From an optimization exercise on the open Yosys and OpenROAD flow, aimed at small area; shortcuts taken in it are not production practice. At most, simulation tests tie the RTL to the original design; equivalence was not proved. For run 1, only the layout was checked, not whether the RTL still works. Power figures rest on the tool's default switching activity, not on a simulated workload.

## flow/design.v (module list and top-level ports; edited modules follow where they fit)
// module vending_machine: 1232 lines
// module g_fa: 6 lines
// module g_ha: 6 lines
// module g_nand2: 5 lines
// module g_nor2: 5 lines
// module g_nor2b: 5 lines
// module g_and2: 5 lines
// module g_or2: 5 lines
// module g_inv: 5 lines
// module g_xor2: 5 lines
// module g_xnor2: 5 lines
// module g_a21oi: 5 lines
// module g_mux2i: 5 lines
// module g_a22oi: 5 lines
// module g_a222oi: 5 lines
// module g_a22o: 5 lines
module vending_machine(pclk,prst,pvalid,pready,paddr,pwdata,prdata,wr_rd,coin,coin_valid,num_of_tea_reqd,num_of_milk_reqd,num_of_coffee_reqd,num_of_tea_served,num_of_coffee_served,num_of_milk_served,machine_ready);
  // ...
==> flow/flow/run.sh <==
#!/bin/bash
# Own layout flow: the standard synthesis, every logic cell set to its smallest
# drive strength (the flow's timing repair sizes up what needs it), port buffers
# of the smallest buffer then the
# standard layout steps.
set -euo pipefail
bash standard.sh synth > synth.log 2>&1
R=orfs/results/$FLOW_PLATFORM/vending_machine/base
openroad -no_init -exit -threads "${NUM_CORES:-4}" \
  -log downsize.log flow/downsize.tcl > downsize.out 2>&1
bash standard.sh "BUFFER_PORTS_ARGS=-buffer_cell sky130_fd_sc_hd__buf_1" \
  "CTS_ARGS=-sink_clustering_enable -repair_clock_nets -dont_use_dummy_load -buf_list {sky130_fd_sc_hd__clkbuf_4 sky130_fd_sc_hd__clkbuf_8} -sink_clustering_size 12 -sink_clustering_max_diameter 60" \
  finish > layout.log 2>&1
==> flow/flow/downsize.tcl <==
# Swap each combinational cell of the synthesized netlist to the smallest-area
# cell of the same family (same name but the drive-strength suffix).
set res orfs/results/$::env(FLOW_PLATFORM)/vending_machine/base
read_db $res/1_synth.odb
set db [ord::get_db]
set lib_masters {}
foreach lib [$db getLibs] {
  foreach m [$lib getMasters] {
    set n [$m getName]
    if {[regexp {^(.*)_([0-9]+)$} $n -> base drive]} {
      dict lappend lib_masters $base $m
    }
  }
}
set dont_use {}
if {[info exists ::env(DONT_USE_CELLS)]} { set dont_use [split $::env(DONT_USE_CELLS)] }
set swapped 0
foreach inst [[[$db getChip] getBlock] getInsts] {
  set m [$inst getMaster]
  set n [$m getName]
  if {![regexp {^(.*)_([0-9]+)$} $n -> base drive]} { continue }
  if {[regexp {df|dl|sdf|edf|conb|tap|fill|decap|clk} $base]} { continue }
  set best $m
  set ba [expr {[$m getWidth] * [$m getHeight]}]
  foreach c [dict get $lib_masters $base] {
    if {[lsearch -exact $dont_use [$c getName]] >= 0} { continue }
    set a [expr {[$c getWidth] * [$c getHeight]}]
    if {$a < $ba} { set best $c; set ba $a }
  }
  if {$best ne $m} {
    $inst swapMaster $best
    incr swapped
  }
}
puts "downsized $swapped instances"
write_db $res/1_synth.odb
==> flow/standard.sh <==
#!/bin/bash
# synth_recipe.tcl (not shown) runs the flow's synth.tcl, then flattens the netlist and writes it again
# the make line also repeats each setting of config.mk as NAME=value (left out here)
make -C /OpenROAD-flow-scripts/flow DESIGN_CONFIG=/design/flow/config.mk WORK_HOME=/design/flow/orfs CLKGATE_MAP_FILE= SYNTH_SCRIPT=/design/flow/synth_recipe.tcl "${@:-finish}"
==> flow/config.mk <==
export PLATFORM = sky130hd
export DESIGN_NAME = vending_machine
export DESIGN_NICKNAME = vending_machine
export VERILOG_FILES = /design/flow/design.v
export SDC_FILE = /design/flow/constraint.sdc
export NUM_CORES = 4
export LEC_CHECK = 0
export CAP_MARGIN = 20
export CORE_MARGIN = 2
export CORE_UTILIZATION = 55
export SLEW_MARGIN = 20
export SYNTH_HIERARCHICAL = 1
==> flow/constraint.sdc <==
create_clock -name core_clock -period 12.0 [get_ports {pclk}]
set_input_delay 2.4000 -clock core_clock [delete_from_list [all_inputs] [get_ports {pclk}]]
set_output_delay 2.4000 -clock core_clock [all_outputs]
set_load 0.01 [all_outputs]
==> summary.txt, run 1 <==
Place
  – I/O Buffers: 73

CTS
  – CTS tree: built
  – Setup bufs post-CTS: 0
  – H-tree depth: 3
  – CTS sink cnt: 102

Route
  – WL final: 22.6 mm
  – M1 WL: between 9 and 10 mm
  – DR vias: 6060
  – Drt initial violations: 552
  – Routed WL per cell: 21.8 um

Critical path
  – FF-to-FF setup slack: 2.84 ns
  – Crit end category: flop
  – Worst Path Required: 12.29 ns
  – Launching point of the worst reg2reg path: tea_cost[1]$_DFFE_PP_
  – Setup crit start: coin_valid
  – Most frequent CP cell: fa_1
  – Reg-to-reg endpoint: credit[13]$_DFF_P_
  – Delay-heaviest family, CP: adder cells

Pwr
  – Clock power frac: 0.056
  – Max power group: combinational cells
  – Internal power: between 1.5 and 2 mW
  – Total sequential power: 0.480 mW

STA
  – TNS Setup: 0 ns
  – Hold Vio Cnt, Final: 0

Cells and area
  – Commonest non-fill, non-tap cell in the layout: nand2_1
  – Final core utilization: 0.614
  – Top class by area: multi-input gates
  – Clock-cell share of area: 0.0127
  – Non-filler instance count after layout: 1034
  – Clock buf count: 9
  – Largest Register: credit

Status
  – Outcome: timing/DRC/antenna clean

Yosys
  – Mean Syn Cell Area: approximately 12 um^2
  – Syn_nets: 977

Global routing
  – Total grt overflow: 0
  – Pin count of the biggest net entering global routing: 36
  – First-pass GRT wire length: between 30 and 40 mm
==> run 2, diff against run 1 <==
--- a/flow/design.v
+++ b/flow/design.v
@@ -54,16 +54,18 @@
 end
 wire [31:0] c;
 wire cc10, cc22;
 wire [22:10] pre;
 wire [22:0] low;
 wire [31:0] credit_d;
 wire [32:22] O, Z;
 wire tkp, kpp, up, dn;
+wire sv;
+wire [11:0] served_d;
   wire n1, n2;
   g_ha u3 (.a(credit[0]), .b(cv[0]), .s(n1), .co(n2));
   assign c[0] = n1;
   wire n4, n5;
   g_fa u6 (.a(credit[1]), .b(cv[1]), .ci(n2), .s(n4), .co(n5));
   assign c[1] = n4;
   wire n7, n8;
   g_fa u9 (.a(credit[2]), .b(cv[2]), .ci(n5), .s(n7), .co(n8));
@@ -1012,225 +1014,262 @@
   g_inv u1125 (.a(n1122), .y(n1124));
   assign rsel[6] = n1124;
   wire n1126;
   g_a222oi u1127 (.a1(st), .a2(tea_cost[7]), .b1(sc), .b2(coffee_cost[7]), .c1(sm), .c2(milk_cost[7]), .y(n1126));
   wire n1128;
   g_inv u1129 (.a(n1126), .y(n1128));
   assign rsel[7] = n1128;
   wire n1130;
-  g_a22o u1131 (.a1(tkp), .a2(low[0]), .b1(kpp), .b2(c[0]), .y(n1130));
-  assign credit_d[0] = n1130;
+  g_and2 u1131 (.a(num_of_tea_reqd[0]), .b(sv), .y(n1130));
+  assign served_d[0] = n1130;
   wire n1132;
-  g_a22o u1133 (.a1(tkp), .a2(low[1]), .b1(kpp), .b2(c[1]), .y(n1132));
-  assign credit_d[1] = n1132;
+  g_and2 u1133 (.a(num_of_tea_reqd[1]), .b(sv), .y(n1132));
+  assign served_d[1] = n1132;
   wire n1134;
-  g_a22o u1135 (.a1(tkp), .a2(low[2]), .b1(kpp), .b2(c[2]), .y(n1134));
-  assign credit_d[2] = n1134;
+  g_and2 u1135 (.a(num_of_tea_reqd[2]), .b(sv), .y(n1134));
+  assign served_d[2] = n1134;
   wire n1136;
-  g_a22o u1137 (.a1(tkp), .a2(low[3]), .b1(kpp), .b2(c[3]), .y(n1136));
-  assign credit_d[3] = n1136;
+  g_and2 u1137 (.a(num_of_tea_reqd[3]), .b(sv), .y(n1136));
+  assign served_d[3] = n1136;
   wire n1138;
-  g_a22o u1139 (.a1(tkp), .a2(low[4]), .b1(kpp), .b2(c[4]), .y(n1138));
-  assign credit_d[4] = n1138;
+  g_and2 u1139 (.a(num_of_coffee_reqd[0]), .b(sv), .y(n1138));
+  assign served_d[4] = n1138;
   wire n1140;
-  g_a22o u1141 (.a1(tkp), .a2(low[5]), .b1(kpp), .b2(c[5]), .y(n1140));
-  assign credit_d[5] = n1140;
+  g_and2 u1141 (.a(num_of_coffee_reqd[1]), .b(sv), .y(n1140));
+  assign served_d[5] = n1140;
   wire n1142;
-  g_a22o u1143 (.a1(tkp), .a2(low[6]), .b1(kpp), .b2(c[6]), .y(n1142));
-  assign credit_d[6] = n1142;
+  g_and2 u1143 (.a(num_of_coffee_reqd[2]), .b(sv), .y(n1142));
+  assign served_d[6] = n1142;
   wire n1144;
-  g_a22o u1145 (.a1(tkp), .a2(low[7]), .b1(kpp), .b2(c[7]), .y(n1144));
-  assign credit_d[7] = n1144;
+  g_and2 u1145 (.a(num_of_coffee_reqd[3]), .b(sv), .y(n1144));
+  assign served_d[7] = n1144;
   wire n1146;
-  g_a22o u1147 (.a1(tkp), .a2(low[8]), .b1(kpp), .b2(c[8]), .y(n1146));
-  assign credit_d[8] = n1146;
+  g_and2 u1147 (.a(num_of_milk_reqd[0]), .b(sv), .y(n1146));
+  assign served_d[8] = n1146;
   wire n1148;
-  g_a22o u1149 (.a1(tkp), .a2(low[9]), .b1(kpp), .b2(c[9]), .y(n1148));
-  assign credit_d[9] = n1148;
+  g_and2 u1149 (.a(num_of_milk_reqd[1]), .b(sv), .y(n1148));
+  assign served_d[9] = n1148;
   wire n1150;
-  g_a22o u1151 (.a1(tkp), .a2(low[10]), .b1(kpp), .b2(c[10]), .y(n1150));
-  assign credit_d[10] = n1150;
+  g_and2 u1151 (.a(num_of_milk_reqd[2]), .b(sv), .y(n1150));
+  assign served_d[10] = n1150;
   wire n1152;
-  g_a22o u1153 (.a1(tkp), .a2(low[11]), .b1(kpp), .b2(c[11]), .y(n1152));
-  assign credit_d[11] = n1152;
+  g_and2 u1153 (.a(num_of_milk_reqd[3]), .b(sv), .y(n1152));
+  assign served_d[11] = n1152;
   wire n1154;
-  g_a22o u1155 (.a1(tkp), .a2(low[12]), .b1(kpp), .b2(c[12]), .y(n1154));
-  assign credit_d[12] = n1154;
+  g_a22o u1155 (.a1(tkp), .a2(low[0]), .b1(kpp), .b2(c[0]), .y(n1154));
+  assign credit_d[0] = n1154;
   wire n1156;
-  g_a22o u1157 (.a1(tkp), .a2(low[13]), .b1(kpp), .b2(c[13]), .y(n1156));
-  assign credit_d[13] = n1156;
+  g_a22o u1157 (.a1(tkp), .a2(low[1]), .b1(kpp), .b2(c[1]), .y(n1156));
+  assign credit_d[1] = n1156;
   wire n1158;
-  g_a22o u1159 (.a1(tkp), .a2(low[14]), .b1(kpp), .b2(c[14]), .y(n1158));
-  assign credit_d[14] = n1158;
+  g_a22o u1159 (.a1(tkp), .a2(low[2]), .b1(kpp), .b2(c[2]), .y(n1158));
+  assign credit_d[2] = n1158;
   wire n1160;
-  g_a22o u1161 (.a1(tkp), .a2(low[15]), .b1(kpp), .b2(c[15]), .y(n1160));
-  assign credit_d[15] = n1160;
+  g_a22o u1161 (.a1(tkp), .a2(low[3]), .b1(kpp), .b2(c[3]), .y(n1160));
+  assign credit_d[3] = n1160;
   wire n1162;
-  g_a22o u1163 (.a1(tkp), .a2(low[16]), .b1(kpp), .b2(c[16]), .y(n1162));
-  assign credit_d[16] = n1162;
+  g_a22o u1163 (.a1(tkp), .a2(low[4]), .b1(kpp), .b2(c[4]), .y(n1162));
+  assign credit_d[4] = n1162;
   wire n1164;
-  g_a22o u1165 (.a1(tkp), .a2(low[17]), .b1(kpp), .b2(c[17]), .y(n1164));
-  assign credit_d[17] = n1164;
+  g_a22o u1165 (.a1(tkp), .a2(low[5]), .b1(kpp), .b2(c[5]), .y(n1164));
+  assign credit_d[5] = n1164;
   wire n1166;
-  g_a22o u1167 (.a1(tkp), .a2(low[18]), .b1(kpp), .b2(c[18]), .y(n1166));
-  assign credit_d[18] = n1166;
+  g_a22o u1167 (.a1(tkp), .a2(low[6]), .b1(kpp), .b2(c[6]), .y(n1166));
+  assign credit_d[6] = n1166;
   wire n1168;
-  g_a22o u1169 (.a1(tkp), .a2(low[19]), .b1(kpp), .b2(c[19]), .y(n1168));
-  assign credit_d[19] = n1168;
+  g_a22o u1169 (.a1(tkp), .a2(low[7]), .b1(kpp), .b2(c[7]), .y(n1168));
+  assign credit_d[7] = n1168;
   wire n1170;
-  g_a22o u1171 (.a1(tkp), .a2(low[20]), .b1(kpp), .b2(c[20]), .y(n1170));
-  assign credit_d[20] = n1170;
+  g_a22o u1171 (.a1(tkp), .a2(low[8]), .b1(kpp), .b2(c[8]), .y(n1170));
+  assign credit_d[8] = n1170;
   wire n1172;
-  g_a22o u1173 (.a1(tkp), .a2(low[21]), .b1(kpp), .b2(c[21]), .y(n1172));
-  assign credit_d[21] = n1172;
-  assign O[22] = 1'b1;
-  assign Z[22] = 1'b1;
-  assign O[23] = credit[22];
-  assign Z[23] = ~credit[22];
+  g_a22o u1173 (.a1(tkp), .a2(low[9]), .b1(kpp), .b2(c[9]), .y(n1172));
+  assign credit_d[9] = n1172;
   wire n1174;
-  g_and2 u1175 (.a(O[23]), .b(credit[23]), .y(n1174));
-  assign O[24] = n1174;
+  g_a22o u1175 (.a1(tkp), .a2(low[10]), .b1(kpp), .b2(c[10]), .y(n1174));
+  assign credit_d[10] = n1174;
   wire n1176;
-  g_nor2b u1177 (.a(credit[23]), .bn(Z[23]), .y(n1176));
-  assign Z[24] = n1176;
+  g_a22o u1177 (.a1(tkp), .a2(low[11]), .b1(kpp), .b2(c[11]), .y(n1176));
+  assign credit_d[11] = n1176;
   wire n1178;
-  g_and2 u1179 (.a(O[24]), .b(credit[24]), .y(n1178));
-  assign O[25] = n1178;
+  g_a22o u1179 (.a1(tkp), .a2(low[12]), .b1(kpp), .b2(c[12]), .y(n1178));
+  assign credit_d[12] = n1178;
   wire n1180;
-  g_nor2b u1181 (.a(credit[24]), .bn(Z[24]), .y(n1180));
-  assign Z[25] = n1180;
+  g_a22o u1181 (.a1(tkp), .a2(low[13]), .b1(kpp), .b2(c[13]), .y(n1180));
+  assign credit_d[13] = n1180;
   wire n1182;
-  g_and2 u1183 (.a(O[25]), .b(credit[25]), .y(n1182));
-  assign O[26] = n1182;
+  g_a22o u1183 (.a1(tkp), .a2(low[14]), .b1(kpp), .b2(c[14]), .y(n1182));
+  assign credit_d[14] = n1182;
   wire n1184;
-  g_nor2b u1185 (.a(credit[25]), .bn(Z[25]), .y(n1184));
-  assign Z[26] = n1184;
+  g_a22o u1185 (.a1(tkp), .a2(low[15]), .b1(kpp), .b2(c[15]), .y(n1184));
+  assign credit_d[15] = n1184;
   wire n1186;
-  g_and2 u1187 (.a(O[26]), .b(credit[26]), .y(n1186));
-  assign O[27] = n1186;
+  g_a22o u1187 (.a1(tkp), .a2(low[16]), .b1(kpp), .b2(c[16]), .y(n1186));
+  assign credit_d[16] = n1186;
   wire n1188;
-  g_nor2b u1189 (.a(credit[26]), .bn(Z[26]), .y(n1188));
-  assign Z[27] = n1188;
+  g_a22o u1189 (.a1(tkp), .a2(low[17]), .b1(kpp), .b2(c[17]), .y(n1188));
+  assign credit_d[17] = n1188;
   wire n1190;
-  g_and2 u1191 (.a(O[27]), .b(credit[27]), .y(n1190));
-  assign O[28] = n1190;
+  g_a22o u1191 (.a1(tkp), .a2(low[18]), .b1(kpp), .b2(c[18]), .y(n1190));
+  assign credit_d[18] = n1190;
   wire n1192;
-  g_nor2b u1193 (.a(credit[27]), .bn(Z[27]), .y(n1192));
-  assign Z[28] = n1192;
+  g_a22o u1193 (.a1(tkp), .a2(low[19]), .b1(kpp), .b2(c[19]), .y(n1192));
+  assign credit_d[19] = n1192;
   wire n1194;
-  g_and2 u1195 (.a(O[28]), .b(credit[28]), .y(n1194));
-  assign O[29] = n1194;
+  g_a22o u1195 (.a1(tkp), .a2(low[20]), .b1(kpp), .b2(c[20]), .y(n1194));
+  assign credit_d[20] = n1194;
   wire n1196;
-  g_nor2b u1197 (.a(credit[28]), .bn(Z[28]), .y(n1196));
-  assign Z[29] = n1196;
+  g_a22o u1197 (.a1(tkp), .a2(low[21]), .b1(kpp), .b2(c[21]), .y(n1196));
+  assign credit_d[21] = n1196;
+  assign O[22] = 1'b1;
+  assign Z[22] = 1'b1;
+  assign O[23] = credit[22];
+  assign Z[23] = ~credit[22];
   wire n1198;
-  g_and2 u1199 (.a(O[29]), .b(credit[29]), .y(n1198));
-  assign O[30] = n1198;
+  g_and2 u1199 (.a(O[23]), .b(credit[23]), .y(n1198));
+  assign O[24] = n1198;
   wire n1200;
-  g_nor2b u1201 (.a(credit[29]), .bn(Z[29]), .y(n1200));
-  assign Z[30] = n1200;
+  g_nor2b u1201 (.a(credit[23]), .bn(Z[23]), .y(n1200));
+  assign Z[24] = n1200;
   wire n1202;
-  g_and2 u1203 (.a(O[30]), .b(credit[30]), .y(n1202));
-  assign O[31] = n1202;
+  g_and2 u1203 (.a(O[24]), .b(credit[24]), .y(n1202));
+  assign O[25] = n1202;
   wire n1204;
-  g_nor2b u1205 (.a(credit[30]), .bn(Z[30]), .y(n1204));
-  assign Z[31] = n1204;
+  g_nor2b u1205 (.a(credit[24]), .bn(Z[24]), .y(n1204));
+  assign Z[25] = n1204;
   wire n1206;
-  g_and2 u1207 (.a(O[31]), .b(credit[31]), .y(n1206));
-  assign O[32] = n1206;
+  g_and2 u1207 (.a(O[25]), .b(credit[25]), .y(n1206));
+  assign O[26] = n1206;
   wire n1208;
-  g_nor2b u1209 (.a(credit[31]), .bn(Z[31]), .y(n1208));
-  assign Z[32] = n1208;
+  g_nor2b u1209 (.a(credit[25]), .bn(Z[25]), .y(n1208));
+  assign Z[26] = n1208;
   wire n1210;
-  g_nor2 u1211 (.a(up), .b(dn), .y(n1210));
+  g_and2 u1211 (.a(O[26]), .b(credit[26]), .y(n1210));
+  assign O[27] = n1210;
   wire n1212;
-  g_xor2 u1213 (.a(credit[22]), .b(n1210), .y(n1212));
+  g_nor2b u1213 (.a(credit[26]), .bn(Z[26]), .y(n1212));
+  assign Z[27] = n1212;
   wire n1214;
-  g_nor2 u1215 (.a(prst), .b(n1212), .y(n1214));
-  assign credit_d[22] = n1214;
+  g_and2 u1215 (.a(O[27]), .b(credit[27]), .y(n1214));
+  assign O[28] = n1214;
   wire n1216;
-  g_a22oi u1217 (.a1(up), .a2(O[23]), .b1(dn), .b2(Z[23]), .y(n1216));
+  g_nor2b u1217 (.a(credit[27]), .bn(Z[27]), .y(n1216));
+  assign Z[28] = n1216;
   wire n1218;
-  g_xor2 u1219 (.a(credit[23]), .b(n1216), .y(n1218));
+  g_and2 u1219 (.a(O[28]), .b(credit[28]), .y(n1218));
+  assign O[29] = n1218;
   wire n1220;
-  g_nor2 u1221 (.a(prst), .b(n1218), .y(n1220));
-  assign credit_d[23] = n1220;
+  g_nor2b u1221 (.a(credit[28]), .bn(Z[28]), .y(n1220));
+  assign Z[29] = n1220;
   wire n1222;
-  g_a22oi u1223 (.a1(up), .a2(O[24]), .b1(dn), .b2(Z[24]), .y(n1222));
+  g_and2 u1223 (.a(O[29]), .b(credit[29]), .y(n1222));
+  assign O[30] = n1222;
   wire n1224;
-  g_xor2 u1225 (.a(credit[24]), .b(n1222), .y(n1224));
+  g_nor2b u1225 (.a(credit[29]), .bn(Z[29]), .y(n1224));
+  assign Z[30] = n1224;
   wire n1226;
-  g_nor2 u1227 (.a(prst), .b(n1224), .y(n1226));
-  assign credit_d[24] = n1226;
+  g_and2 u1227 (.a(O[30]), .b(credit[30]), .y(n1226));
+  assign O[31] = n1226;
   wire n1228;
-  g_a22oi u1229 (.a1(up), .a2(O[25]), .b1(dn), .b2(Z[25]), .y(n1228));
+  g_nor2b u1229 (.a(credit[30]), .bn(Z[30]), .y(n1228));
+  assign Z[31] = n1228;
   wire n1230;
-  g_xor2 u1231 (.a(credit[25]), .b(n1228), .y(n1230));
+  g_and2 u1231 (.a(O[31]), .b(credit[31]), .y(n1230));
+  assign O[32] = n1230;
   wire n1232;
-  g_nor2 u1233 (.a(prst), .b(n1230), .y(n1232));
-  assign credit_d[25] = n1232;
+  g_nor2b u1233 (.a(credit[31]), .bn(Z[31]), .y(n1232));
+  assign Z[32] = n1232;
   wire n1234;
-  g_a22oi u1235 (.a1(up), .a2(O[26]), .b1(dn), .b2(Z[26]), .y(n1234));
+  g_nor2 u1235 (.a(up), .b(dn), .y(n1234));
   wire n1236;
-  g_xor2 u1237 (.a(credit[26]), .b(n1234), .y(n1236));
+  g_xor2 u1237 (.a(credit[22]), .b(n1234), .y(n1236));
   wire n1238;
   g_nor2 u1239 (.a(prst), .b(n1236), .y(n1238));
-  assign credit_d[26] = n1238;
+  assign credit_d[22] = n1238;
   wire n1240;
-  g_a22oi u1241 (.a1(up), .a2(O[27]), .b1(dn), .b2(Z[27]), .y(n1240));
+  g_a22oi u1241 (.a1(up), .a2(O[23]), .b1(dn), .b2(Z[23]), .y(n1240));
   wire n1242;
-  g_xor2 u1243 (.a(credit[27]), .b(n1240), .y(n1242));
+  g_xor2 u1243 (.a(credit[23]), .b(n1240), .y(n1242));
   wire n1244;
   g_nor2 u1245 (.a(prst), .b(n1242), .y(n1244));
-  assign credit_d[27] = n1244;
+  assign credit_d[23] = n1244;
   wire n1246;
-  g_a22oi u1247 (.a1(up), .a2(O[28]), .b1(dn), .b2(Z[28]), .y(n1246));
+  g_a22oi u1247 (.a1(up), .a2(O[24]), .b1(dn), .b2(Z[24]), .y(n1246));
   wire n1248;
-  g_xor2 u1249 (.a(credit[28]), .b(n1246), .y(n1248));
+  g_xor2 u1249 (.a(credit[24]), .b(n1246), .y(n1248));
   wire n1250;
   g_nor2 u1251 (.a(prst), .b(n1248), .y(n1250));
-  assign credit_d[28] = n1250;
+  assign credit_d[24] = n1250;
   wire n1252;
-  g_a22oi u1253 (.a1(up), .a2(O[29]), .b1(dn), .b2(Z[29]), .y(n1252));
+  g_a22oi u1253 (.a1(up), .a2(O[25]), .b1(dn), .b2(Z[25]), .y(n1252));
   wire n1254;
-  g_xor2 u1255 (.a(credit[29]), .b(n1252), .y(n1254));
+  g_xor2 u1255 (.a(credit[25]), .b(n1252), .y(n1254));
   wire n1256;
   g_nor2 u1257 (.a(prst), .b(n1254), .y(n1256));
-  assign credit_d[29] = n1256;
+  assign credit_d[25] = n1256;
   wire n1258;
-  g_a22oi u1259 (.a1(up), .a2(O[30]), .b1(dn), .b2(Z[30]), .y(n1258));
+  g_a22oi u1259 (.a1(up), .a2(O[26]), .b1(dn), .b2(Z[26]), .y(n1258));
   wire n1260;
-  g_xor2 u1261 (.a(credit[30]), .b(n1258), .y(n1260));
+  g_xor2 u1261 (.a(credit[26]), .b(n1258), .y(n1260));
   wire n1262;
   g_nor2 u1263 (.a(prst), .b(n1260), .y(n1262));
-  assign credit_d[30] = n1262;
+  assign credit_d[26] = n1262;
   wire n1264;
-  g_a22oi u1265 (.a1(up), .a2(O[31]), .b1(dn), .b2(Z[31]), .y(n1264));
+  g_a22oi u1265 (.a1(up), .a2(O[27]), .b1(dn), .b2(Z[27]), .y(n1264));
   wire n1266;
-  g_xor2 u1267 (.a(credit[31]), .b(n1264), .y(n1266));
+  g_xor2 u1267 (.a(credit[27]), .b(n1264), .y(n1266));
   wire n1268;
   g_nor2 u1269 (.a(prst), .b(n1266), .y(n1268));
-  assign credit_d[31] = n1268;
+  assign credit_d[27] = n1268;
+  wire n1270;
+  g_a22oi u1271 (.a1(up), .a2(O[28]), .b1(dn), .b2(Z[28]), .y(n1270));
+  wire n1272;
+  g_xor2 u1273 (.a(credit[28]), .b(n1270), .y(n1272));
+  wire n1274;
+  g_nor2 u1275 (.a(prst), .b(n1272), .y(n1274));
+  assign credit_d[28] = n1274;
+  wire n1276;
+  g_a22oi u1277 (.a1(up), .a2(O[29]), .b1(dn), .b2(Z[29]), .y(n1276));
+  wire n1278;
+  g_xor2 u1279 (.a(credit[29]), .b(n1276), .y(n1278));
+  wire n1280;
+  g_nor2 u1281 (.a(prst), .b(n1278), .y(n1280));
+  assign credit_d[29] = n1280;
+  wire n1282;
+  g_a22oi u1283 (.a1(up), .a2(O[30]), .b1(dn), .b2(Z[30]), .y(n1282));
+  wire n1284;
+  g_xor2 u1285 (.a(credit[30]), .b(n1282), .y(n1284));
+  wire n1286;
+  g_nor2 u1287 (.a(prst), .b(n1284), .y(n1286));
+  assign credit_d[30] = n1286;
+  wire n1288;
+  g_a22oi u1289 (.a1(up), .a2(O[31]), .b1(dn), .b2(Z[31]), .y(n1288));
+  wire n1290;
+  g_xor2 u1291 (.a(credit[31]), .b(n1288), .y(n1290));
+  wire n1292;
+  g_nor2 u1293 (.a(prst), .b(n1290), .y(n1292));
+  assign credit_d[31] = n1292;
 wire c31 = credit[31] ^ (cc22 & O[31]);
 wire chi_zero = cc22 ? O[32] : Z[32];
 wire ok = coin_valid & ~c31;
 wire serve = ~c31 & (low[22] | ~chi_zero);
 wire take = ok & (low[22] | ~chi_zero);
 wire bw = ok & ~chi_zero & ~low[22];
 assign up = cc22 & ~bw;
 assign dn = bw & ~cc22;
+assign sv = serve & ~prst;
 assign tkp = ~prst & ok & (low[22] | ~chi_zero);
 assign kpp = ~prst & ~(ok & (low[22] | ~chi_zero));
 always @(posedge pclk) begin
 	credit <= credit_d;
 	if (prst | coin_valid) begin
-		num_of_tea_served <= num_of_tea_reqd & {4{serve & ~prst}};
-		num_of_coffee_served <= num_of_coffee_reqd & {4{serve & ~prst}};
-		num_of_milk_served <= num_of_milk_reqd & {4{serve & ~prst}};
+		num_of_tea_served <= served_d[3:0];
+		num_of_coffee_served <= served_d[7:4];
+		num_of_milk_served <= served_d[11:8];
 		machine_ready <= ~prst;
 	end
 end
 endmodule
 module g_fa(a, b, ci, s, co);
 input a, b, ci;
 output s, co;
 assign s = a ^ b ^ ci;
==> flow/flow/run.sh (replaced) <==
#!/bin/bash
# Own layout flow: the standard synthesis, every logic cell set to its smallest
# drive strength (the flow's timing repair sizes up what needs it), port buffers
# of the smallest buffer then the
# standard layout steps.
set -euo pipefail
bash standard.sh synth > synth.log 2>&1
R=orfs/results/$FLOW_PLATFORM/vending_machine/base
openroad -no_init -exit -threads "${NUM_CORES:-4}" \
  -log downsize.log flow/downsize.tcl > downsize.out 2>&1
bash standard.sh "BUFFER_PORTS_ARGS=-buffer_cell sky130_fd_sc_hd__buf_1" \
  "CTS_ARGS=-sink_clustering_enable -repair_clock_nets -dont_use_dummy_load -buf_list {sky130_fd_sc_hd__clkbuf_4 sky130_fd_sc_hd__clkbuf_8} -sink_clustering_size 20 -sink_clustering_max_diameter 80" \
  finish > layout.log 2>&1
==> flow/config.mk (replaced) <==
export PLATFORM = sky130hd
export DESIGN_NAME = vending_machine
export DESIGN_NICKNAME = vending_machine
export VERILOG_FILES = /design/flow/design.v
export SDC_FILE = /design/flow/constraint.sdc
export NUM_CORES = 4
export LEC_CHECK = 0
export CAP_MARGIN = 20
export CORE_MARGIN = 2
export CORE_UTILIZATION = 70
export GPL_TIMING_DRIVEN = 0
export SLEW_MARGIN = 20
export SYNTH_HIERARCHICAL = 1
==> run 2 against run 1 <==
Compared with the run above: worst setup slack worse by 0.33 ns; total power down 0.25%; clock power is 3% higher; synthesized cell count decreased by 0.14%; routed wire length shrank 8.8%; via count is 0.99% lower; core utilization increased by 16 points; sequential share of layout area is 0.18 points higher; worst hold slack improved by 0.0060 ns; fmax down 2.8%; combinational power about the same; flip-flop and latch count stayed put; critical path type unchanged.
==> summary.txt, run 2 <==
Route
  – DR vias: 6000 (was 6060)
  – Top sig layer: met4 (unchanged)
  – Routed WL per cell: 21.0 um (was 21.8 um)
  – Drt initial violations: 434 (was 552)
  – Met2 Wirelength: 10.1 mm (was 10.3 mm)
  – Drt first pass iters: 5 (unchanged)
  – Routed Antenna Nets: 0 (unchanged)
  – DRC: 0 (unchanged)
  – Detail Route met3 WL: 2.14 mm (was 2.24 mm)
  – Vias per cell: 6.12 (was 5.86)
  – WL final: 20.6 mm (was 22.6 mm)
  – M1 WL: 7.78 mm (was 9.58 mm)

Status
  – Outcome: timing/DRC/antenna clean (unchanged)

Floorplan
  – Die H: 117 um (was 132 um)
  – Number of I/O pins: 74 (unchanged)
  – Core outline area: 12500 um^2 (was 15900 um^2)
  – Initial Utilization: 0.712 (was 0.563)
  – Die width: 117 um (was 132 um)
  – Std-Cell Rows: 41 (was 46)
  – Die ar.: 13700 um^2 (was 17300 um^2)

CTS
  – TritonCTS Buffers: 9 (unchanged)
  – Worst-Skew Late Latency: 0.40 ns (was 0.39 ns)
  – CTS tree: built (unchanged)
  – Root Buffer: clkbuf_8 (unchanged)
  – Clk slew on worst S/H paths: 0.09 ns (was 0.08 ns)
  – CTS Buffer Depth: 2 (unchanged)
  – H-tree depth: 3 (unchanged)
  – CTS sink cnt: 102 (unchanged)

Critical path
  – Launching point of the worst reg2reg path: tea_cost[0]$_DFFE_PP_ (was tea_cost[1]$_DFFE_PP_)
  – Worst path arrival time: 11.69 ns (was 11.39 ns)
  – Most frequent CP cell: fa_1 (unchanged)
  – Worst-case reg-to-reg path depth: 34 (was 32)
  – Setup crit start: num_of_coffee_reqd[2] (was coin_valid)
  – Critical-path top delay cell: fa_1 (was and4_1)
  – Crit start category: input port (unchanged)
  – CP Capture Point: credit[13]$_DFF_P_ (unchanged)
  – Kind of critical path: input port to flop (unchanged)
  – Worst Path Max Fanout: 17 (was 22)
  – Crit-path max cell delay: 0.54 ns (was 0.75 ns)
  – FF-to-FF setup slack: 2.41 ns (was 2.84 ns)
  – Worst Path Required: 12.27 ns (was 12.29 ns)
  – Crit end category: flop (unchanged)
  – Reg-to-reg endpoint: credit[13]$_DFF_P_ (unchanged)

STA
  – Fin crit period: 11.42 ns (was 11.10 ns)
  – Final worst path period share: 0.952 (was 0.925)
  – Worst slew margin: 0.263 (was 0.195)
  – Pins Over Slew Limit: 0 (unchanged)
  – Hold Vio Cnt, Final: 0 (unchanged)
  – Achievable Freq: 87.6 MHz (was 90.1 MHz)
  – Worst-margin pin slew: 1.10 ns (was 1.20 ns)
  – Clock skew: 0.0321 ns (was 0.0426 ns)
  – Final setup fails: 0 (unchanged)

Cells and area
  – Largest Register: credit (unchanged)
  – Non-filler instance count after layout: 981 (was 1034)
  – Register area: 2730 um^2 (unchanged)
  – Area grow syn2layout: 8.77% (was 9.09%)
  – ANT cells: 0 (was 1)
  – Most frequent cells in the layout: 201 x nand2_1, 192 x fa_1, 69 x edfxtp_1 (was 200 x nand2_1, 192 x fa_1, 73 x buf_1)
  – Fillcell total: 849 (was 1325)
  – Footprint of the multi-input gates: 6180 um^2 (was 6140 um^2)
  – Layout cells sized above 1: 0.0470 (was 0.0404)
  – Commonest non-fill, non-tap cell in the layout: nand2_1 (unchanged)
  – # nets final: 1068 (was 1076)
  – Final core utilization: 0.774 (was 0.614)
  – Max reg flops: 32 (unchanged)

Pwr
  – PD cells: 320 nW/um^2 (was 319 nW/um^2)
  – Leak pwr: 3.52 nW (was 3.53 nW)
  – Worst VDD drop: 0.534 mV (was 0.235 mV)

Global routing
  – Total grt overflow: 0 (unchanged)
  – First-pass GRT wire length: 32.5 mm (was 36.4 mm)
  – Pin count of the biggest net entering global routing: 23 (was 36)
  – GR Util All Layers: 0.326 (was 0.278)
  – Vias in the first global route: 6474 (was 6724)
  – Initial antenna violation count: 0 (was 1)

Yosys
  – Post-synthesis cell count: 719 (was 720)
  – Yosys warns: 7 (unchanged)
  – Mean Syn Cell Area: 12.4 um^2 (about the same)
  – Mapped Area: 8910 um^2 (was 8940 um^2)
  – Syn_nets: 976 (was 977)

Place
  – I/O Buffers: 73 (unchanged)
  – Dpl cells: 969 (was 1024)
  – Dpl hpwl: 15.9 mm (was 17.8 mm)
  – GP Congestion: 0.904 (was 0.933)

Hold path
  – Hold WC Path Type: flop to flop (unchanged)

Job
  – MaxCap Viol Count: 0 (unchanged)
-- run 2: worst max-delay path, delay by kind of cell --
| family | cells | cell delay [ns] |
|---|---|---|
| adder cells (fa/ha/maj) | 11 | 4.86 |
| AND/OR/NAND/NOR | 8 | 1.50 |
| AO/OA/AOI/OAI | 6 | 1.03 |
| multiplexers | 4 | 0.99 |
| buffers and inverters | 6 | 0.90 |
-- run 2: cell type report --
type | instances | share of cell area
repair buffers | 80 | 0.0382
multi-input cells | 599 | 0.638
plain buffers | 2 | 0.000774
inverters | 17 | 0.00658
flip-flops and latches | 102 | 0.282
well taps | 172 | 0.0222
clock buffers | 9 | 0.0128
-- run 2: metal layers --
| layer | GRT usage | vias up |
|---|---|---|
| met5 | 0 | - |
| met1 | 0.447 | 3054 |
| li1 | - | 2559 |
| met2 | 0.514 | 342 |
| met4 | 0.129 | 0 |
| met3 | 0.0793 | 45 |
-- run 2: power breakdown --
part           total (mW)  switching [mW]  leakage (nW)  internal, mW
Clock               0.181           0.113        0.0647        0.0676
Sequential          0.479          0.0344         0.960         0.445
Combinational        2.44            1.27          2.50          1.17
Total                3.10            1.42          3.52          1.68
-- run 2: timing repair --
item	in CTS	in global routing
gates cloned	0	1
buffers inserted	0	2
pin swaps	0	2
setup endpoints to repair	32	44
hold buffers	0	0
gates resized for setup	5	43
-- run 2: how the worst min path moves through the flow --
stage                     cells past startpoint                 end          startpoint  slack (ns)
final                                         2  credit[23]$_DFF_P_  credit[23]$_DFF_P_        0.56
after global routing                          2  credit[26]$_DFF_P_  credit[26]$_DFF_P_        0.60
after CTS                                     2  credit[23]$_DFF_P_  credit[23]$_DFF_P_        0.56
after detailed placement                      2  credit[23]$_DFF_P_  credit[23]$_DFF_P_        0.53
after global placement                        2  credit[27]$_DFF_P_  credit[27]$_DFF_P_        0.52
after floorplan                               2  credit[23]$_DFF_P_  credit[23]$_DFF_P_        0.51
-- run 2: per-stage QoR --
step	area [um^2]	hold WS, ns	setup WS [ns]	setup TNS [ns]	power (mW)
floorplan	8910	0.505	0.475	0	2.43
global placement	9400	0.519	-1.90	-49.54	2.75
detailed placement	9480	0.534	-0.788	-23.90	2.90
CTS	9630	0.560	0.0275	0	3.09
global route	9690	0.599	-0.00952	-0.00952	3.48
finish	9690	0.561	0.579	0	3.10
==> run 3, diff against run 2 <==
--- a/flow/flow/run.sh
+++ b/flow/flow/run.sh
@@ -11,3 +11,3 @@
 bash standard.sh "BUFFER_PORTS_ARGS=-buffer_cell sky130_fd_sc_hd__buf_1" \
-  "CTS_ARGS=-sink_clustering_enable -repair_clock_nets -dont_use_dummy_load -buf_list {sky130_fd_sc_hd__clkbuf_4 sky130_fd_sc_hd__clkbuf_8} -sink_clustering_size 20 -sink_clustering_max_diameter 80" \
+  "CTS_ARGS=-sink_clustering_enable -repair_clock_nets -dont_use_dummy_load -buf_list {sky130_fd_sc_hd__clkbuf_16} -sink_clustering_size 30 -sink_clustering_max_diameter 120" \
   finish > layout.log 2>&1
==> run 3 against run 2 <==
Compared with the run above: still clean; die area is the same; global-route usage grew 0.35 points; count of clock-buffer cells in the layout is the same; first-iteration DRC count grew 7.1%; total power grew 2.7%; combinational power is essentially flat; fmax grew 0.14%; cell count is the same; sequential power is essentially flat; critical path type unchanged; critical endpoint unchanged; largest cell class unchanged; largest power group unchanged.
==> summary.txt, run 3 <==
Critical path
  – Worst Path Max Fanout: 17 (unchanged)
  – FF-to-FF setup slack: 2.47 ns (was 2.41 ns)
  – Most frequent CP cell: fa_1 (unchanged)
  – Critical-path top delay cell: fa_1 (unchanged)
  – Kind of critical path: input port to flop (unchanged)
  – Crit start category: input port (unchanged)
  – Worst path arrival time: 11.64 ns (was 11.69 ns)
  – Crit-path max cell delay: 0.57 ns (was 0.54 ns)
  – Reg-to-reg endpoint: credit[13]$_DFF_P_ (unchanged)
  – Worst Path Required: 12.24 ns (was 12.27 ns)
  – Crit end category: flop (unchanged)
  – Launching point of the worst reg2reg path: tea_cost[1]$_DFFE_PP_ (was tea_cost[0]$_DFFE_PP_)
  – Worst-case reg-to-reg path depth: 34 (unchanged)

Pwr
  – Final Total Pwr: 3.18 mW (was 3.10 mW)
  – Leak pwr: 3.57 nW (was 3.52 nW)
  – Internal power: 1.75 mW (was 1.68 mW)
  – Switching share of power: 0.450 (was 0.458)
  – PD cells: 325 nW/um^2 (was 320 nW/um^2)
  – Combinational share of power: 0.769 (was 0.787)
  – Flop pwr share: 0.151 (was 0.154)
  – Clock power frac: 0.080 (was 0.058)
  – Worst VDD drop: 0.553 mV (was 0.534 mV)
  – P_sw: 1.43 mW (was 1.42 mW)

Floorplan
  – Die width: 117 um (unchanged)
  – Die ar.: 13700 um^2 (unchanged)
  – Core outline area: 12500 um^2 (unchanged)
  – Std-Cell Rows: 41 (unchanged)
  – Initial Utilization: 0.712 (unchanged)
  – Number of I/O pins: 74 (unchanged)
  – Die H: 117 um (unchanged)

CTS
  – Root Buffer: clkbuf_16 (was clkbuf_8)
  – CTS Buffer Depth: 2 (unchanged)
  – H-tree depth: 3 (unchanged)
  – CTS tree: built (unchanged)
  – CTS sink cnt: 102 (unchanged)
  – TritonCTS Buffers: 9 (unchanged)
  – Worst-Skew Late Latency: 0.36 ns (was 0.40 ns)
  – Clk slew on worst S/H paths: 0.07 ns (was 0.09 ns)

Cells and area
  – Final core utilization: 0.783 (was 0.774)
  – Most frequent cells in the layout: 201 x nand2_1, 192 x fa_1, 69 x edfxtp_1 (unchanged)
  – Commonest non-fill, non-tap cell in the layout: nand2_1 (unchanged)
  – # nets final: 1068 (unchanged)
  – ANT cells: 0 (unchanged)
  – Layout cells sized above 1: 0.0494 (was 0.0470)
  – Area grow syn2layout: 9.97% (was 8.77%)
  – Max reg flops: 32 (unchanged)
  – Largest Register: credit (unchanged)
  – Non-filler instance count after layout: 981 (unchanged)
  – Final Cell Area: 9800 um^2 (was 9690 um^2)

STA
  – Fin crit period: 11.41 ns (was 11.42 ns)
  – Final setup fails: 0 (unchanged)
  – Final worst path period share: 0.950 (was 0.952)
  – Achievable Freq: 87.7 MHz (was 87.6 MHz)
  – Worst-margin pin slew: 1.07 ns (was 1.10 ns)
  – Hold Vio Cnt, Final: 0 (unchanged)
  – Setup ws final: 0.595 ns (was 0.579 ns)
  – Clock skew: 0.0218 ns (was 0.0321 ns)
  – Fin Hold WS: 0.553 ns (was 0.561 ns)
  – TNS Setup: 0 ns (unchanged)
  – RSZ-0062 raised after global routing: no
  – Worst slew margin: 0.279 (was 0.263)
  – Pins Over Slew Limit: 0 (unchanged)

Place
  – Pre-CTS setup slack: -0.788 ns (unchanged)
  – I/O Buffers: 73 (unchanged)
  – Dpl hpwl: 15.9 mm (unchanged)
  – GP Congestion: 0.904 (unchanged)
  – Dpl cells: 969 (unchanged)
  – DP Area: 9480 um^2 (unchanged)

Hold path
  – WHS Path Cells: 2 (unchanged)
  – Hold path start: credit[23]$_DFF_P_ (unchanged)
  – Hold Crit Endpoint: credit[23]$_DFF_P_ (unchanged)
  – Hold WC Path Type: flop to flop (unchanged)

Route
  – DRC: 0 (unchanged)
  – Vias per cell: 6.14 (was 6.12)
  – Top sig layer: met4 (unchanged)
  – M1 WL: 7.86 mm (was 7.78 mm)
  – Detail Route met3 WL: 2.12 mm (was 2.14 mm)
  – DR vias: 6028 (was 6000)
  – WL final: 20.7 mm (was 20.6 mm)
  – Routed WL per cell: 21.1 um (was 21.0 um)
  – Routed Antenna Nets: 0 (unchanged)
  – Drt initial violations: 465 (was 434)
  – Drt first pass iters: 5 (unchanged)
  – Met2 Wirelength: 10.2 mm (was 10.1 mm)

Global routing
  – GR Util All Layers: 0.329 (was 0.326)
  – First-pass GRT wire length: 32.9 mm (was 32.5 mm)
  – Total grt overflow: 0 (unchanged)
  – Vias in the first global route: 6575 (was 6474)
  – Initial antenna violation count: 0 (unchanged)
  – Pin count of the biggest net entering global routing: 23 (unchanged)

Yosys
  – Yosys warns: 7 (unchanged)
  – Post-synthesis cell count: 719 (unchanged)
  – Mean Syn Cell Area: 12.4 um^2 (unchanged)
  – Mapped Area: 8910 um^2 (unchanged)
  – Syn_nets: 976 (unchanged)

Status
  – Outcome: timing/DRC/antenna clean (unchanged)

Job
  – MaxCap Viol Count: 0 (unchanged)
## run 3: power by group through the flow
stage / clock, mW / sequential, mW / combinational [mW]
5_1_grt: 0.267 / 0.485 / 2.81
3_5_place_dp: 0 / 0.486 / 2.42
3_3_place_gp: 0 / 0.484 / 2.27
4_1_cts: 0.257 / 0.479 / 2.43
6_report: 0.256 / 0.480 / 2.45
2_1_floorplan: 0 / 0.485 / 1.94
## run 3: worst max path at each step
stage	startpoint	slack (ns)	end	depth (start not counted)
2_1_floorplan	coin[1]	0.48	credit[0]$_DFF_P_	31
3_3_place_gp	coin_valid	-1.90	credit[8]$_DFF_P_	32
3_5_place_dp	num_of_tea_reqd[1]	-0.79	credit[13]$_DFF_P_	33
4_1_cts	num_of_coffee_reqd[2]	0.003	credit[13]$_DFF_P_	35
5_1_grt	coin_valid	0.05	credit[23]$_DFF_P_	35
6_report	num_of_tea_reqd[1]	0.59	credit[13]$_DFF_P_	35
## run 3: critical path, delay by kind of cell
family / cells / cell delay (ns)
adders and majority gates: 11 / 4.90
and+or+nand+nor: 8 / 1.44
AOI/OAI and AO/OA: 6 / 1.02
muxes: 4 / 1.00
buffers and inverters: 6 / 0.89
## run 3: what timing repair did
action	CTS	global route
gates resized for setup	8	45
hold endpoints to repair	0	0
buffers inserted	0	2
cloned	0	1
pin swaps	0	2
endpoints found under the setup margin	32	44
hold buffers	0	0
## run 3: layout make-up
class / instances / area [um^2]
Buffer: 2 / 7.51
Clock buffer: 9 / 225
Fill cell: 821 / 2720
Inverter: 17 / 63.8
Multi-Input combinational cell: 599 / 6190
Sequential cell: 102 / 2730
Tap cell: 172 / 215
Timing Repair Buffer: 80 / 370
## run 3: layer usage
layer | vias to the layer above | track usage
met5 | - | 0
met4 | 0 | 0.133
met3 | 56 | 0.0860
met2 | 356 | 0.520
met1 | 3059 | 0.446
li1 | 2557 | -
==> run 4, diff against run 3 <==
--- a/flow/flow/run.sh
+++ b/flow/flow/run.sh
@@ -11,3 +11,3 @@
 bash standard.sh "BUFFER_PORTS_ARGS=-buffer_cell sky130_fd_sc_hd__buf_1" \
-  "CTS_ARGS=-sink_clustering_enable -repair_clock_nets -dont_use_dummy_load -buf_list {sky130_fd_sc_hd__clkbuf_16} -sink_clustering_size 30 -sink_clustering_max_diameter 120" \
+  "CTS_ARGS=-sink_clustering_enable -repair_clock_nets -dont_use_dummy_load -buf_list {sky130_fd_sc_hd__clkbuf_4 sky130_fd_sc_hd__clkbuf_8} -sink_clustering_size 12 -sink_clustering_max_diameter 60" \
   finish > layout.log 2>&1
==> run 4 against run 3 <==
Compared with the run above: still clean; via count down 0.46%; clock skew up 0.010 ns; first-iteration DRC count down 6.7%; fmax down 0.14%; largest power group unchanged; highest routed layer unchanged.
==> summary.txt, run 4 <==
Cells and area
  – Most frequent cells in the layout: 201 x nand2_1, 192 x fa_1, 69 x edfxtp_1 (unchanged)
  – # nets final: 1068 (unchanged)
  – Layout cells sized above 1: 0.0470 (was 0.0494)
  – Final core utilization: 0.774 (was 0.783)
  – Non-filler instance count after layout: 981 (unchanged)
  – ANT cells: 0 (unchanged)
  – Max reg flops: 32 (unchanged)
  – Fillcell total: 849 (was 821)
  – Largest Register: credit (unchanged)
  – Commonest non-fill, non-tap cell in the layout: nand2_1 (unchanged)
  – Area grow syn2layout: 8.77% (was 9.97%)

Critical path
  – Setup crit start: num_of_coffee_reqd[2] (was num_of_tea_reqd[1])
  – Most frequent CP cell: fa_1 (unchanged)
  – Reg-to-reg endpoint: credit[13]$_DFF_P_ (unchanged)
  – Buffers & Inverters on Critical Path: 6 (unchanged)
  – Launching point of the worst reg2reg path: tea_cost[0]$_DFFE_PP_ (was tea_cost[1]$_DFFE_PP_)
  – Worst-case reg-to-reg path depth: 34 (unchanged)
  – CP Capture Point: credit[13]$_DFF_P_ (unchanged)
  – CP Depth: 35 (unchanged)
  – Critical-path top delay cell: fa_1 (unchanged)
  – Kind of critical path: input port to flop (unchanged)
  – Crit end category: flop (unchanged)
  – FF-to-FF setup slack: 2.41 ns (was 2.47 ns)
  – Crit-path max cell delay: 0.54 ns (was 0.57 ns)
  – Delay-heaviest family, CP: adder cells (unchanged)
  – Worst path arrival time: 11.69 ns (was 11.64 ns)
  – Crit start category: input port (unchanged)
  – Worst Path Max Fanout: 17 (unchanged)
  – Worst Path Required: 12.27 ns (was 12.24 ns)

Yosys
  – Post-synthesis cell count: 719 (unchanged)
  – Syn_nets: 976 (unchanged)
  – Mean Syn Cell Area: 12.4 um^2 (unchanged)
  – Mapped Area: 8910 um^2 (unchanged)
  – Yosys warns: 7 (unchanged)

CTS
  – TritonCTS Buffers: 9 (unchanged)
  – Clk slew on worst S/H paths: 0.09 ns (was 0.07 ns)
  – CTS sink cnt: 102 (unchanged)
  – CTS tree: built (unchanged)
  – CTS Buffer Depth: 2 (unchanged)
  – Hold buffers post-CTS: 0 (unchanged)
  – H-tree depth: 3 (unchanged)
  – Root Buffer: clkbuf_8 (was clkbuf_16)
  – Worst-Skew Late Latency: 0.40 ns (was 0.36 ns)

STA
  – Final worst path period share: 0.952 (was 0.950)
  – Achievable Freq: 87.6 MHz (was 87.7 MHz)
  – Final setup fails: 0 (unchanged)
  – Hold Vio Cnt, Final: 0 (unchanged)
  – Clock skew: 0.0321 ns (was 0.0218 ns)
  – Worst-margin pin slew: 1.10 ns (was 1.07 ns)
  – Pins Over Slew Limit: 0 (unchanged)
  – Fin crit period: 11.42 ns (was 11.41 ns)
  – Worst slew margin: 0.263 (was 0.279)

Route
  – Vias per cell: 6.12 (was 6.14)
  – Drt first pass iters: 5 (unchanged)
  – DR vias: 6000 (was 6028)
  – DRC: 0 (unchanged)
  – Drt initial violations: 434 (was 465)
  – Routed Antenna Nets: 0 (unchanged)
  – Routed WL per cell: 21.0 um (was 21.1 um)
  – WL final: 20.6 mm (was 20.7 mm)

Floorplan
  – Die width: 117 um (unchanged)
  – Std-Cell Rows: 41 (unchanged)
  – Number of I/O pins: 74 (unchanged)
  – Die ar.: 13700 um^2 (unchanged)
  – Initial Utilization: 0.712 (unchanged)
  – Core outline area: 12500 um^2 (unchanged)
  – Die H: 117 um (unchanged)

Pwr
  – Worst VDD drop: 0.534 mV (was 0.553 mV)
  – Leak pwr: 3.52 nW (was 3.57 nW)
  – PD cells: 320 nW/um^2 (was 325 nW/um^2)

Global routing
  – GR Util All Layers: 0.326 (was 0.329)
  – GR Layer Usage met1: 0.447 (was 0.446)
  – Met3 Track Usage GR: 0.0793 (was 0.0860)
  – Vias in the first global route: 6474 (was 6575)
  – First-pass GRT wire length: 32.5 mm (was 32.9 mm)
  – Busiest grt layer: met2 (unchanged)
  – Pin count of the biggest net entering global routing: 23 (unchanged)
  – Total grt overflow: 0 (unchanged)
  – Initial antenna violation count: 0 (unchanged)
  – GR Util met2: 0.514 (was 0.520)

Status
  – Outcome: timing/DRC/antenna clean (unchanged)

Place
  – Dpl hpwl: 15.9 mm (unchanged)
  – Dpl cells: 969 (unchanged)
  – I/O Buffers: 73 (unchanged)
  – GP Congestion: 0.904 (unchanged)

Hold path
  – Hold WC Path Type: flop to flop (unchanged)
  – Hold path start: credit[23]$_DFF_P_ (unchanged)

Job
  – MaxCap Viol Count: 0 (unchanged)
==> run 4: worst min path at each step <==
stage | endpoint | cells after the start
3_5_place_dp | credit[23]$_DFF_P_ | 2
3_3_place_gp | credit[27]$_DFF_P_ | 2
6_report | credit[23]$_DFF_P_ | 2
4_1_cts | credit[23]$_DFF_P_ | 2
5_1_grt | credit[26]$_DFF_P_ | 2
2_1_floorplan | credit[23]$_DFF_P_ | 2
==> run 4: where the power goes <==
part | total [mW] | internal, mW | switching (mW)
combinational | 2.44 | 1.17 | 1.27
sequential | 0.479 | 0.445 | 0.0344
clock | 0.181 | 0.0676 | 0.113
==> run 4: tightest hold or removal path, cell delays in order, from the launching register on <==
cell and delay, ns:
dfxtp_1 0.37, xor2_1 0.08, nor2_1 0.08
==> run 4: area by class of cell <==
type / instances / area (um^2) / share of cell area
clock buffer: 9 / 124 / 0.0128
tap: 172 / 215 / 0.0222
sequential: 102 / 2730 / 0.282
inverter: 17 / 63.8 / 0.00658
buffer: 2 / 7.51 / 0.000774
multi-input combinational: 599 / 6180 / 0.638
timing repair buffer: 80 / 370 / 0.0382
==> run 4: routing by layer <==
metal / up-vias / part of all wire
met5: - / 0
met4: 0 / 0.026
met3: 45 / 0.10
met2: 342 / 0.49
met1: 3054 / 0.38
li1: 2559 / -
==> run 4: timing repair <==
action | in CTS | in global routing
endpoints found under the hold margin | 0 | 0
cloned | 0 | 1
resized for setup | 5 | 43
setup buffers | 0 | 2
pin swaps | 0 | 2
endpoints found under the setup margin | 32 | 44
==> run 4: through the flow <==
| stage | setup WS [ns] | power (mW) | cell area, um^2 | hold WS (ns) | setup TNS (ns) |
|---|---|---|---|---|---|
| final | 0.579 | 3.10 | 9690 | 0.561 | 0 |
| after global routing | -0.00952 | 3.48 | 9690 | 0.599 | -0.00952 |
| after CTS | 0.0275 | 3.09 | 9630 | 0.560 | 0 |
| after detailed placement | -0.788 | 2.90 | 9480 | 0.534 | -23.90 |
| after global placement | -1.90 | 2.75 | 9400 | 0.519 | -49.54 |
| after floorplan | 0.475 | 2.43 | 8910 | 0.505 | 0 |

re-timing with driven ports:
The results above use ideal ports. As a check the final layouts listed here were re-extracted and re-timed, cells and wires unchanged. Step 1 assumes that a clkbuf_16 drives the clock port and a buf_2 every other input. Step 2 times the ports against the registers' clock, not the clock port: input delays grow and output delays shrink by t, the midpoint of the rising clock arrivals with the driver on. Three values: ideal, step 1, step 2; two values: the first two.
run | t, ns | setup WS [ns] | worst setup path at the end | latest minus earliest clock arrival (ns) | worst slew at a driven data input, ns
run 1 | 0.410 | 0.904 / 0.928 / 0.518 | input to register | 0.042 / 0.043 | 0.06
run 2 | 0.426 | 0.579 / 0.592 / 0.166 | input to register | 0.032 / 0.032 | 0.05
run 3 | 0.396 | 0.595 / 0.611 / 0.215 | input to register | 0.022 / 0.022 | 0.05
run 4 | 0.426 | 0.579 / 0.592 / 0.166 | input to register | 0.032 / 0.032 | 0.05
After both steps every run listed still meets setup and hold.
